Background: an optimization exercise with open tools, aiming at small area. Do not read the settings as production practice. Only simulation tests tie the RTL to the original design; equivalence was not proved. Power and IR drop assume default switching activity.

run 1:
Design brain_m, start of the top module:
module brain_m(clk, rst, distance, mode, start, E, color, OE, shape);
Size in the first run: ~1,400 cells after synthesis, ~310 flip-flops, roughly 19 I/O pins, about 12,000 µm² of cells after synthesis.
Settings: LEC_CHECK=0, CAP_MARGIN=0, CORE_MARGIN=2, CORE_UTILIZATION=60, CTS_BUF_LIST=sky130_fd_sc_hd__clkbuf_2 sky130_fd_sc_hd__clkbuf_4 sky130_fd_sc_hd__clkbuf_8, CTS_CLUSTER_DIAMETER=60, CTS_CLUSTER_SIZE=20, PLACE_DENSITY=0.7, SLEW_MARGIN=0; clock period 10.0 ns.
standard.sh (not shown) runs the stock make flow with config.mk's settings and CLKGATE_MAP_FILE= SYNTH_SCRIPT=/design/flow/synth_recipe.tcl, a recipe that flattens the netlist after the stock synthesis.
==> flow/flow/run.sh <==
#!/bin/bash
# Layout flow: the standard flow (standard.sh) with two changes.
# 1. Synthesis is the standard flow's synthesis script with the ABC step given an
#    area-oriented script (flow/area.abc) and without the adder-cell mapping.
#    Registers, their names and their cell types are those of the standard
#    synthesis; only the combinational mapping differs.
# 2. Ports are buffered with sky130_fd_sc_hd__buf_1.
# 3. Clock tree synthesis does not add dummy clock loads.
# Each tool's full output stays in the ORFS logs folder (orfs/logs/...); the
# make output of each step is written to a log file here.
set -euo pipefail
HERE=$(pwd)
MAKECMD=$(grep '^make ' standard.sh)
MAKECMD=$(echo "$MAKECMD" | sed -E "s#SYNTH_SCRIPT=[^ ]+#SYNTH_SCRIPT=$HERE/flow/area_synth.tcl ADDER_MAP_FILE=#; s#\"\\\$\{@:-finish\}\"#synth#")
echo "$MAKECMD" > synth_cmd.log
export MY_ABC_SCRIPT=$HERE/flow/area.abc
eval "$MAKECMD" > synth_make.log 2>&1
export BUFFER_PORTS_ARGS="-buffer_cell sky130_fd_sc_hd__buf_1"
export CTS_ARGS="-sink_clustering_enable -repair_clock_nets -sink_clustering_size 30 -sink_clustering_max_diameter 70 -buf_list {sky130_fd_sc_hd__clkbuf_16} -dont_use_dummy_load"
bash standard.sh > standard_make.log 2>&1
==> flow/flow/area.abc <==
strash
ifraig
dc2
dc2
dch -f
amap
strash
ifraig
dc2
dc2
dch -f
amap
topo
stime -c
==> flow/flow/area_synth.tcl <==
proc synth {args} { yosys synth -nofsm -noshare {*}$args }
proc abc {args} {
  set i [lsearch -exact $args -script]
  if {$i >= 0} { lset args [expr {$i + 1}] $::env(MY_ABC_SCRIPT) }
  yosys abc {*}$args
}
source $::env(SCRIPTS_DIR)/synth.tcl
# left out here: clear keep_hierarchy, flatten, clean up, hide names made inside functions, write 1_2_yosys.v
The flow did not stop early for run 1: all stages ran, and the layout cleared the timing, design-rule and antenna checks.
Input changes introduced in run 2 (baseline for comparison: run 1):
--- a/flow/flow/run.sh
+++ b/flow/flow/run.sh
@@ -17,4 +17,4 @@
 eval "$MAKECMD" > synth_make.log 2>&1
 export BUFFER_PORTS_ARGS="-buffer_cell sky130_fd_sc_hd__buf_1"
-export CTS_ARGS="-sink_clustering_enable -repair_clock_nets -sink_clustering_size 30 -sink_clustering_max_diameter 70 -buf_list {sky130_fd_sc_hd__clkbuf_16} -dont_use_dummy_load"
+export CTS_ARGS="-sink_clustering_enable -repair_clock_nets -sink_clustering_size 18 -sink_clustering_max_diameter 50 -buf_list {sky130_fd_sc_hd__clkbuf_2 sky130_fd_sc_hd__clkbuf_4 sky130_fd_sc_hd__clkbuf_8} -dont_use_dummy_load"
 bash standard.sh > standard_make.log 2>&1
### Flow results
Run 2 -> run 1: sequential share of layout area flat. Run 2 reports a lower clock period minus worst slack than run 1 does. When the final numbers for run 2 and run 1 were put side by side, the final layout net count turned out to be smaller in run 1. Run 2 finished every stage and its layout cleared the timing, design-rule and antenna checks.
[inputs] run 3 vs run 2
--- a/flow/flow/run.sh
+++ b/flow/flow/run.sh
@@ -17,4 +17,4 @@
 eval "$MAKECMD" > synth_make.log 2>&1
 export BUFFER_PORTS_ARGS="-buffer_cell sky130_fd_sc_hd__buf_1"
-export CTS_ARGS="-sink_clustering_enable -repair_clock_nets -sink_clustering_size 18 -sink_clustering_max_diameter 50 -buf_list {sky130_fd_sc_hd__clkbuf_2 sky130_fd_sc_hd__clkbuf_4 sky130_fd_sc_hd__clkbuf_8} -dont_use_dummy_load"
+export CTS_ARGS="-sink_clustering_enable -repair_clock_nets -sink_clustering_size 20 -sink_clustering_max_diameter 55 -buf_list {sky130_fd_sc_hd__clkbuf_2 sky130_fd_sc_hd__clkbuf_4 sky130_fd_sc_hd__clkbuf_8} -dont_use_dummy_load"
 bash standard.sh > standard_make.log 2>&1
==> run summary <==
- Global-route wire length before repair: run 2 vs run 3, no meaningful difference
- Summary: with run 2 as the reference, final design instance area without fill in run 3 moved down slightly.
- The flip-flop and latch share of the layout cell area in run 3 was higher than what run 2 gave.
- Between run 2 and run 3, the global-route usage does not differ in any meaningful way.
- The portion of total power attributed to the clock network reported for run 3 is smaller than that of run 2 by 1.0 points.

== job 101 ==
The RTL this note starts from:
==> flow/design.v <==
module sensory_neuron(clk, rst, distance, start, wnext);
	input clk, rst, start;
	input [6:0] distance;
	output [6:0] wnext;
	reg [6:0] d1;
	reg [99:0] Xn, Yn;
	reg F, E1;
	wire nr = ~rst;
	wire st = start & nr;
	wire g = F & E1;
	wire [99:0] m;
	wire [7:0] plo;
	wire [15:0] phi;
	genvar k;
	generate
		for (k = 0; k < 8; k = k + 1) begin : g_lo
			assign plo[k] = nr & ~g & (d1[2:0] == k);
		end
		for (k = 0; k < 16; k = k + 1) begin : g_hi
			assign phi[k] = (d1[6:3] == k);
		end
		for (k = 0; k < 100; k = k + 1) begin : g_m
			assign m[k] = plo[(k + 2) % 8] & phi[(k + 2) / 8];
		end
	endgenerate
	wire fire = |(~Xn & ~Yn & m);
	always @(posedge clk) begin
		d1 <= distance;
		E1 <= (distance == d1);
		F <= fire;
		Xn <= ~((Xn & {100{st}}) | (~Xn & ((Yn & {100{nr}}) | (~Yn & m))));
		Yn <= Xn;
	end
	assign wnext = fire ? d1 : 7'd0;
endmodule
module direction_ganglion(clk, rst, wnext, start, acat_flat, dsc_flat, colr1);
	input clk, rst, start;
	input [6:0] wnext;
	output reg [1:0] acat_flat;
	output reg [6:0] dsc_flat;
	output reg colr1;
	localparam [3:0] G0 = 4'd0, G1 = 4'd1, G3 = 4'd2, G4 = 4'd3,
	                 G5 = 4'd4, G6 = 4'd5, G7 = 4'd6, G8 = 4'd7;
	reg [3:0] st;
	reg [6:0] ascnt, dscnt, dR;
	reg gt, lt;
	always @(posedge clk) begin
		if (rst) begin
			st <= G0;
			acat_flat <= 2'd0;
			dsc_flat <= 7'd0;
			colr1 <= 1'b0;
		end else begin
			if (st[3])
				st <= (st == 4'b1111) ? G3 : st + 4'd1;
			else case (st)
				G0: st <= start ? G1 : G0;
				G1: st <= 4'b1000;
				G3: st <= G4;
				G4: st <= gt ? G5 : lt ? G6 : 4'b1000;
				G5, G6: st <= start ? 4'b1000 : G7;
				G7: st <= G8;
				default: st <= G0;
			endcase
			if (st == G7) begin
				acat_flat <= (ascnt == 7'd0) ? 2'd0 : (ascnt < 7'd100) ? 2'd1 : (ascnt == 7'd100) ? 2'd2 : 2'd3;
				dsc_flat <= dscnt;
				colr1 <= 1'b1;
			end
		end
		if ((st == G0 && start) || st == 4'b1111)
			dR <= wnext;
		if (st == 4'b1111) begin
			gt <= dR > wnext;
			lt <= dR < wnext;
		end
		if (st == G0) begin
			ascnt <= 7'd0;
			dscnt <= 7'd0;
		end
		if (st == G5)
			dscnt <= dscnt + 7'd1;
		if (st == G6)
			ascnt <= ascnt + 7'd1;
	end
endmodule
module inter_neuron(clk, rst, mode, flat, v);
	input clk, rst, mode;
	input [6:0] flat;
	output reg [19:0] v;
	reg [1:0] us;
	reg hhit;
	reg [4:0] hidx;
	reg [1:0] pc;
	reg [4:0] pidx;
	reg dhit;
	reg [4:0] didx;
	always @(*) begin
		dhit = 1'b1;
		case (flat)
			7'd100: didx = 5'd0;  7'd95: didx = 5'd1;  7'd90: didx = 5'd2;  7'd85: didx = 5'd3;
			7'd80: didx = 5'd4;   7'd75: didx = 5'd5;  7'd70: didx = 5'd6;  7'd65: didx = 5'd7;
			7'd60: didx = 5'd8;   7'd55: didx = 5'd9;  7'd50: didx = 5'd10; 7'd45: didx = 5'd11;
			7'd40: didx = 5'd12;  7'd35: didx = 5'd13; 7'd30: didx = 5'd14; 7'd25: didx = 5'd15;
			7'd20: didx = 5'd16;  7'd15: didx = 5'd17; 7'd10: didx = 5'd18; 7'd5: didx = 5'd19;
			default: begin dhit = 1'b0; didx = 5'd0; end
		endcase
	end
	wire event_ = us[1] & hhit;
	reg [19:0] lower;
	integer i;
	always @(*) begin
		lower[0] = 1'b0;
		for (i = 1; i < 20; i = i + 1)
			lower[i] = lower[i-1] | v[i-1];
	end
	always @(posedge clk) begin
		if (rst) begin
			us <= 2'd0;
			pc <= 2'd0;
			v <= 20'd0;
		end else begin
			case (us)
				2'd0: us <= mode ? 2'd0 : 2'd1;
				2'd1: us <= 2'd2;
				default: us <= 2'd0;
			endcase
			if (event_)
				pc <= 2'd1;
			else if (pc != 2'd0)
				pc <= pc + 2'd1;
			if (pc == 2'd3)
				for (i = 0; i < 20; i = i + 1)
					if (pidx == i && !lower[i])
						v[i] <= 1'b1;
		end
		hhit <= dhit;
		hidx <= didx;
		if (event_)
			pidx <= hidx;
	end
endmodule
module memory_neuron(v, rAddr, hit, th, dot);
	input [19:0] v;
	input [4:0] rAddr;
	output hit;
	output [6:0] th;
	output [4:0] dot;
	wire [31:0] vx = {12'd0, v};
	assign hit = vx[rAddr];
	assign th = 7'd100 - {rAddr, 2'b00} - {2'b00, rAddr};
	assign dot = hit ? rAddr : 5'd0;
endmodule
module intelligent_stimuli_comparison_unit(clk, rst, E, acat_in, dsc, mode, hit, th, dot,
	colr1, colr, oe, dot_m, c);
	input clk, rst, E, mode, colr1, hit;
	input [1:0] acat_in;
	input [6:0] dsc, th;
	input [4:0] dot;
	output reg colr, oe;
	output reg [4:0] dot_m;
	output reg [4:0] c;
	localparam [4:0] S0 = 5'd0, S1 = 5'd1, S2 = 5'd2, S3 = 5'd3, S4a = 5'd4, S5 = 5'd5,
	                 S6 = 5'd6, S7 = 5'd7, S8 = 5'd8, S9 = 5'd9, S10 = 5'd10, S11 = 5'd11,
	                 S12 = 5'd12, S13 = 5'd13, S14 = 5'd14, S15 = 5'd15, S16 = 5'd16,
	                 S17 = 5'd17, S18 = 5'd18, S19 = 5'd19, S4b = 5'd20, S21 = 5'd21,
	                 S22 = 5'd22, S23 = 5'd23, S24 = 5'd24, S11n = 5'd25;
	reg [4:0] state, nextstate;
	reg [1:0] acat;
	reg [7:0] dscReg;
	reg vL;
	reg [2:0] cnt;
	reg colrHold, oeHold;
	reg [4:0] dot_mHold;
	wire cdone = cnt[2] & ~cnt[1];	 
	wire counting = (state == S8) | (state == S14) | (state == S19) | (state == S21) | (state == S24);
	wire rem1_neg = vL & ~acat[1];
	wire rem1_zero = vL ? (acat == 2'd2) : (acat == 2'd0);
	wire [7:0] rem2 = dscReg - {1'b0, vL ? th : 7'd0};
	always @(*) begin
		nextstate = state;
		colr = colrHold;
		oe = oeHold;
		dot_m = dot_mHold;
		case (state)
			S0: nextstate = mode ? S1 : S0;
			S1: nextstate = E ? S2 : S3;
			S2: nextstate = S4a;
			S4a: nextstate = S5;
			S5: nextstate = rem1_neg ? S6 : rem1_zero ? S8 : S9;
			S6: nextstate = S7;
			S7: nextstate = (c != 5'd12) ? S5 : S11;
			S8: begin
				colr = colr1; dot_m = 5'd0; oe = 1'b1;
				nextstate = cdone ? S10 : S8;
			end
			S9: nextstate = S2;
			S10: begin
				oe = 1'b0;
				nextstate = S5;
			end
			S11: nextstate = rem2[7] ? S12 : (rem2 == 8'd0) ? S14 : S15;
			S12: nextstate = S13;
			S13: nextstate = (c != 5'd12) ? S11n : S0;
			S11n: nextstate = S12;	 
			S14: begin
				colr = 1'b0; dot_m = 5'd0; oe = 1'b1;
				nextstate = cdone ? S16 : S14;
			end
			S15: nextstate = S4b;
			S4b: nextstate = S11;
			S16: begin
				oe = 1'b0;
				nextstate = S11;
			end
			S3: nextstate = S17;
			S17: begin
				oe = 1'b0;
				nextstate = S18;
			end
			S18: nextstate = (acat == 2'd0) ? S19 : S18;
			S19: begin
				colr = colr1; dot_m = 5'd0; oe = 1'b1;
				nextstate = cdone ? S22 : S19;
			end
			S21: nextstate = cdone ? S17 : S21;
			S22: begin
				oe = 1'b0;
				nextstate = (rem2 == 8'd0) ? S24 : S23;
			end
			S23: begin
				colr = 1'b0; dot_m = dot; oe = 1'b1;
				nextstate = S21;
			end
			S24: begin
				colr = 1'b0; dot_m = dot; oe = 1'b1;
				nextstate = cdone ? S0 : S24;
			end
			default: nextstate = state;
		endcase
	end
	always @(posedge clk) begin
		if (rst) begin
			state <= S0;
			colrHold <= 1'b0;
			oeHold <= 1'b0;
			dot_mHold <= 5'd0;
		end else begin
			state <= nextstate;
			colrHold <= colr;
			oeHold <= oe;
			dot_mHold <= dot_m;
		end
		cnt <= counting ? {cnt[1:0], ~cnt[2]} : 3'd0;
		if (state == S1) begin
			acat <= acat_in;
			dscReg <= {1'b0, dsc};
		end
		if (state == S9 && vL)
			acat <= 2'd1;
		if (state == S15 || state == S23)
			dscReg <= rem2;
		if (state == S4a || state == S4b || state == S17)
			vL <= hit;
		if (state == S2 || state == S15 || (state == S7 && c == 5'd12))
			c <= 5'd0;
		if (state == S3)
			c <= 5'd20;
		if (state == S6 || state == S12 || state == S23)
			c <= c - 5'd1;
	end
endmodule
module brain_m(clk, rst, distance, mode, start, E, color, OE, shape);
	input clk, rst, mode, start, E;
	input [6:0] distance;
	output color, OE;
	output [4:0] shape;
	wire [6:0] wnext, dsc_flat, th;
	wire [1:0] acat_flat;
	wire [4:0] dot, rAddr;
	wire colr1, hit;
	wire [19:0] v;
	sensory_neuron s(clk, rst, distance, start, wnext);
	direction_ganglion d(clk, rst, wnext, start, acat_flat, dsc_flat, colr1);
	inter_neuron in(clk, rst, mode, dsc_flat, v);
	memory_neuron m(v, rAddr, hit, th, dot);
	intelligent_stimuli_comparison_unit iscu(clk, rst, E, acat_flat, dsc_flat, mode, hit, th, dot,
		colr1, color, OE, shape, rAddr);
endmodule
Settings: LEC_CHECK=0, CAP_MARGIN=0, CORE_MARGIN=2, CORE_UTILIZATION=60, CTS_BUF_LIST=sky130_fd_sc_hd__clkbuf_2 sky130_fd_sc_hd__clkbuf_4 sky130_fd_sc_hd__clkbuf_8, CTS_CLUSTER_DIAMETER=60, CTS_CLUSTER_SIZE=20, PLACE_DENSITY=0.7, SLEW_MARGIN=0; clock period 10.0 ns.
==> flow/flow/run.sh <==
#!/bin/bash
# Layout flow: the standard flow (standard.sh) with two changes.
# 1. Synthesis is the standard flow's synthesis script with the ABC step given an
#    area-oriented script (flow/area.abc) and without the adder-cell mapping.
#    Registers, their names and their cell types are those of the standard
#    synthesis; only the combinational mapping differs.
# 2. Ports are buffered with sky130_fd_sc_hd__buf_1.
# 3. Clock tree synthesis does not add dummy clock loads.
# Each tool's full output stays in the ORFS logs folder (orfs/logs/...); the
# make output of each step is written to a log file here.
set -euo pipefail
HERE=$(pwd)
MAKECMD=$(grep '^make ' standard.sh)
MAKECMD=$(echo "$MAKECMD" | sed -E "s#SYNTH_SCRIPT=[^ ]+#SYNTH_SCRIPT=$HERE/flow/area_synth.tcl ADDER_MAP_FILE=#; s#\"\\\$\{@:-finish\}\"#synth#")
echo "$MAKECMD" > synth_cmd.log
export MY_ABC_SCRIPT=$HERE/flow/area.abc
eval "$MAKECMD" > synth_make.log 2>&1
export BUFFER_PORTS_ARGS="-buffer_cell sky130_fd_sc_hd__buf_1"
export CTS_ARGS="-sink_clustering_enable -repair_clock_nets -sink_clustering_size 10 -sink_clustering_max_diameter 35 -buf_list {sky130_fd_sc_hd__clkbuf_4} -dont_use_dummy_load"
bash standard.sh > standard_make.log 2>&1
Scripts as last shown in full above: flow/flow/area.abc, flow/flow/area_synth.tcl
Job 101 finished every stage and its layout cleared the timing, design-rule and antenna checks.
## Diff of input files: job 102 against job 101
--- a/flow/flow/run.sh
+++ b/flow/flow/run.sh
@@ -18,3 +18,3 @@
 export BUFFER_PORTS_ARGS="-buffer_cell sky130_fd_sc_hd__buf_1"
-export CTS_ARGS="-sink_clustering_enable -repair_clock_nets -sink_clustering_size 10 -sink_clustering_max_diameter 35 -buf_list {sky130_fd_sc_hd__clkbuf_4} -dont_use_dummy_load"
+export CTS_ARGS="-sink_clustering_enable -repair_clock_nets -sink_clustering_size 16 -sink_clustering_max_diameter 45 -buf_list {sky130_fd_sc_hd__clkbuf_4 sky130_fd_sc_hd__clkbuf_8} -dont_use_dummy_load"
 bash standard.sh > standard_make.log 2>&1
--- outcome ---
Clock period minus worst slack ends up higher on job 102.
Final wirelength across job 101 and job 102: no real change.
In the reports for job 101 and job 102, the smaller slew of the pin with the lowest slew margin belongs to job 101.
Clock skew, job 101 and job 102, lower one = job 102.
Inputs modified between job 102 and job 103:
--- a/flow/flow/run.sh
+++ b/flow/flow/run.sh
@@ -1,5 +1,6 @@
 #!/bin/bash
-# Layout flow: the standard flow (standard.sh) with two changes.
+# Layout flow: the standard flow (standard.sh) with three changes.
 # 1. Synthesis is the standard flow's synthesis script with the ABC step given an
-#    area-oriented script (flow/area.abc) and without the adder-cell mapping.
+#    area-oriented script (flow/area.abc, which includes two 60-second
+#    &deepsyn searches) and without the adder-cell mapping.
 #    Registers, their names and their cell types are those of the standard
@@ -18,3 +19,3 @@
 export BUFFER_PORTS_ARGS="-buffer_cell sky130_fd_sc_hd__buf_1"
-export CTS_ARGS="-sink_clustering_enable -repair_clock_nets -sink_clustering_size 16 -sink_clustering_max_diameter 45 -buf_list {sky130_fd_sc_hd__clkbuf_4 sky130_fd_sc_hd__clkbuf_8} -dont_use_dummy_load"
+export CTS_ARGS="-sink_clustering_enable -repair_clock_nets -sink_clustering_size 10 -sink_clustering_max_diameter 35 -buf_list {sky130_fd_sc_hd__clkbuf_4} -dont_use_dummy_load"
 bash standard.sh > standard_make.log 2>&1
--- a/flow/flow/area.abc
+++ b/flow/flow/area.abc
@@ -4,2 +4,5 @@
 dc2
+&get -n
+&deepsyn -T 60
+&put
 dch -f
@@ -10,2 +13,5 @@
 dc2
+&get -n
+&deepsyn -T 60
+&put
 dch -f
### Flow results
On clock slew at the register clock pins of the worst setup and hold paths, the lower figure sits with job 102, not job 103.
Row length of routed met2 wiring: job 103 lower / job 102 higher
Job 103: all stages complete, timing, DRC and antenna checks passed
Changes observed in job 103 relative to job 102: effective utilization at floorplan saw an increase; die span in y down about 1.1%; net switching power figure decreased by about 1.3% relative to the old numbers.
Sequential share of layout area ended up 1.8 points higher on job 103 than on job 102.
In job 103, the count of clock-net buffers in the final layout came out about 28% above the value in job 102.
Changes in job 104 relative to job 103:
--- a/flow/flow/run.sh
+++ b/flow/flow/run.sh
@@ -1,6 +1,6 @@
 #!/bin/bash
-# Layout flow: the standard flow (standard.sh) with three changes.
+# Layout flow: the standard flow (standard.sh) with two changes.
 # 1. Synthesis is the standard flow's synthesis script with the ABC step given an
-#    area-oriented script (flow/area.abc, which includes two 60-second
-#    &deepsyn searches) and without the adder-cell mapping.
+#    area-oriented script (flow/area.abc, which includes a 60-second
+#    &deepsyn search) and without the adder-cell mapping.
 #    Registers, their names and their cell types are those of the standard
--- a/flow/flow/area.abc
+++ b/flow/flow/area.abc
@@ -13,5 +13,2 @@
 dc2
-&get -n
-&deepsyn -T 60
-&put
 dch -f
--- outcome ---
- The end point of the critical path comes out d.lt in one run and d.gt in the other, namely in job 104 and job 103 respectively.
- Worst relative slew slack was higher in job 104 than in job 103.
- Job 104 vs job 103: final area up slightly
- Via density per instance delta for job 104 relative to job 103: about 0.8% lower
- Going from job 103 to job 104, the area fraction in and, or, nand and nor cells after synthesis was found to have gone up by 0.62 points.
- Combinational share of power essentially unchanged between job 103 and job 104.
- Diff job 103 and job 104: global-route usage over all layers lower in job 104
For job 105, these inputs were changed with respect to job 104:
# job 104
export LEC_CHECK = 0
export CAP_MARGIN = 0
export CORE_MARGIN = 2
export CORE_UTILIZATION = 60
export CTS_BUF_LIST = sky130_fd_sc_hd__clkbuf_2 sky130_fd_sc_hd__clkbuf_4 sky130_fd_sc_hd__clkbuf_8
export CTS_CLUSTER_DIAMETER = 60
export CTS_CLUSTER_SIZE = 20
export PLACE_DENSITY = 0.7
export SLEW_MARGIN = 0
create_clock -name core_clock -period 10.0 [get_ports {clk}]
# job 105
export LEC_CHECK = 0
export CAP_MARGIN = 0
export CORE_MARGIN = 2
export CORE_UTILIZATION = 70
export CTS_BUF_LIST = sky130_fd_sc_hd__clkbuf_2 sky130_fd_sc_hd__clkbuf_4 sky130_fd_sc_hd__clkbuf_8
export CTS_CLUSTER_DIAMETER = 60
export CTS_CLUSTER_SIZE = 20
export PLACE_DENSITY = 0.8
export SLEW_MARGIN = 0
create_clock -name core_clock -period 10.0 [get_ports {clk}]
--- a/flow/flow/run.sh
+++ b/flow/flow/run.sh
@@ -3,4 +3,3 @@
 # 1. Synthesis is the standard flow's synthesis script with the ABC step given an
-#    area-oriented script (flow/area.abc, which includes a 60-second
-#    &deepsyn search) and without the adder-cell mapping.
+#    area-oriented script (flow/area.abc) and without the adder-cell mapping.
 #    Registers, their names and their cell types are those of the standard
--- a/flow/flow/area.abc
+++ b/flow/flow/area.abc
@@ -4,5 +4,2 @@
 dc2
-&get -n
-&deepsyn -T 60
-&put
 dch -f
### Flow results
Min global-route track usage on met2 across job 105 and job 104: job 104. Compared with job 104, job 105 shows a area of the multi-input gates that is 7.1% higher. Job 104 → job 105: post-route standard cell area excluding fillers went up about 1.2%, wire length on met1 went down 6.7%.

-- afterwards: timing with drivers on the ports --
Ports are ideal in the flow. The routed layouts listed here were re-timed in OpenROAD. Step 1, drivers: a clkbuf_16 drives clk and a buf_2 each remaining input, both assumed. Step 2, shift: input delay + t, output delay - t, t = (earliest + latest rising clock arrival at the registers) / 2. This alone moves slack from input paths to output paths. a / b / c = ideal ports / drivers / drivers and shift; a / b = the first two.
run	t, ns	slack for setup (ns)	hold slack, ns	worst setup path at the end	clock arrival spread, ns
run 1	0.526	3.878 / 3.906 / 3.380	0.358 / 0.358 / 0.358	input to register	0.065 / 0.065
run 2	0.610	3.969 / 3.991 / 3.381	0.359 / 0.359 / 0.359	input to register	0.109 / 0.109
run 3	0.595	3.984 / 4.006 / 3.411	0.318 / 0.318 / 0.318	input to register	0.066 / 0.066
job 101	0.672	3.604 / 3.625 / 2.953	0.351 / 0.351 / 0.351	input to register	0.112 / 0.112
job 102	0.556	3.532 / 3.550 / 2.994	0.335 / 0.335 / 0.335	input to register	0.062 / 0.061
job 103	0.681	4.550 / 4.508 / 3.889	0.346 / 0.346 / 0.346	input to register	0.069 / 0.069
job 104	0.678	3.251 / 3.268 / 2.590	0.338 / 0.338 / 0.338	input to register	0.068 / 0.068
job 105	0.667	3.779 / 3.796 / 3.129	0.345 / 0.345 / 0.345	input to register	0.089 / 0.088
After both steps every run listed still meets setup and hold.
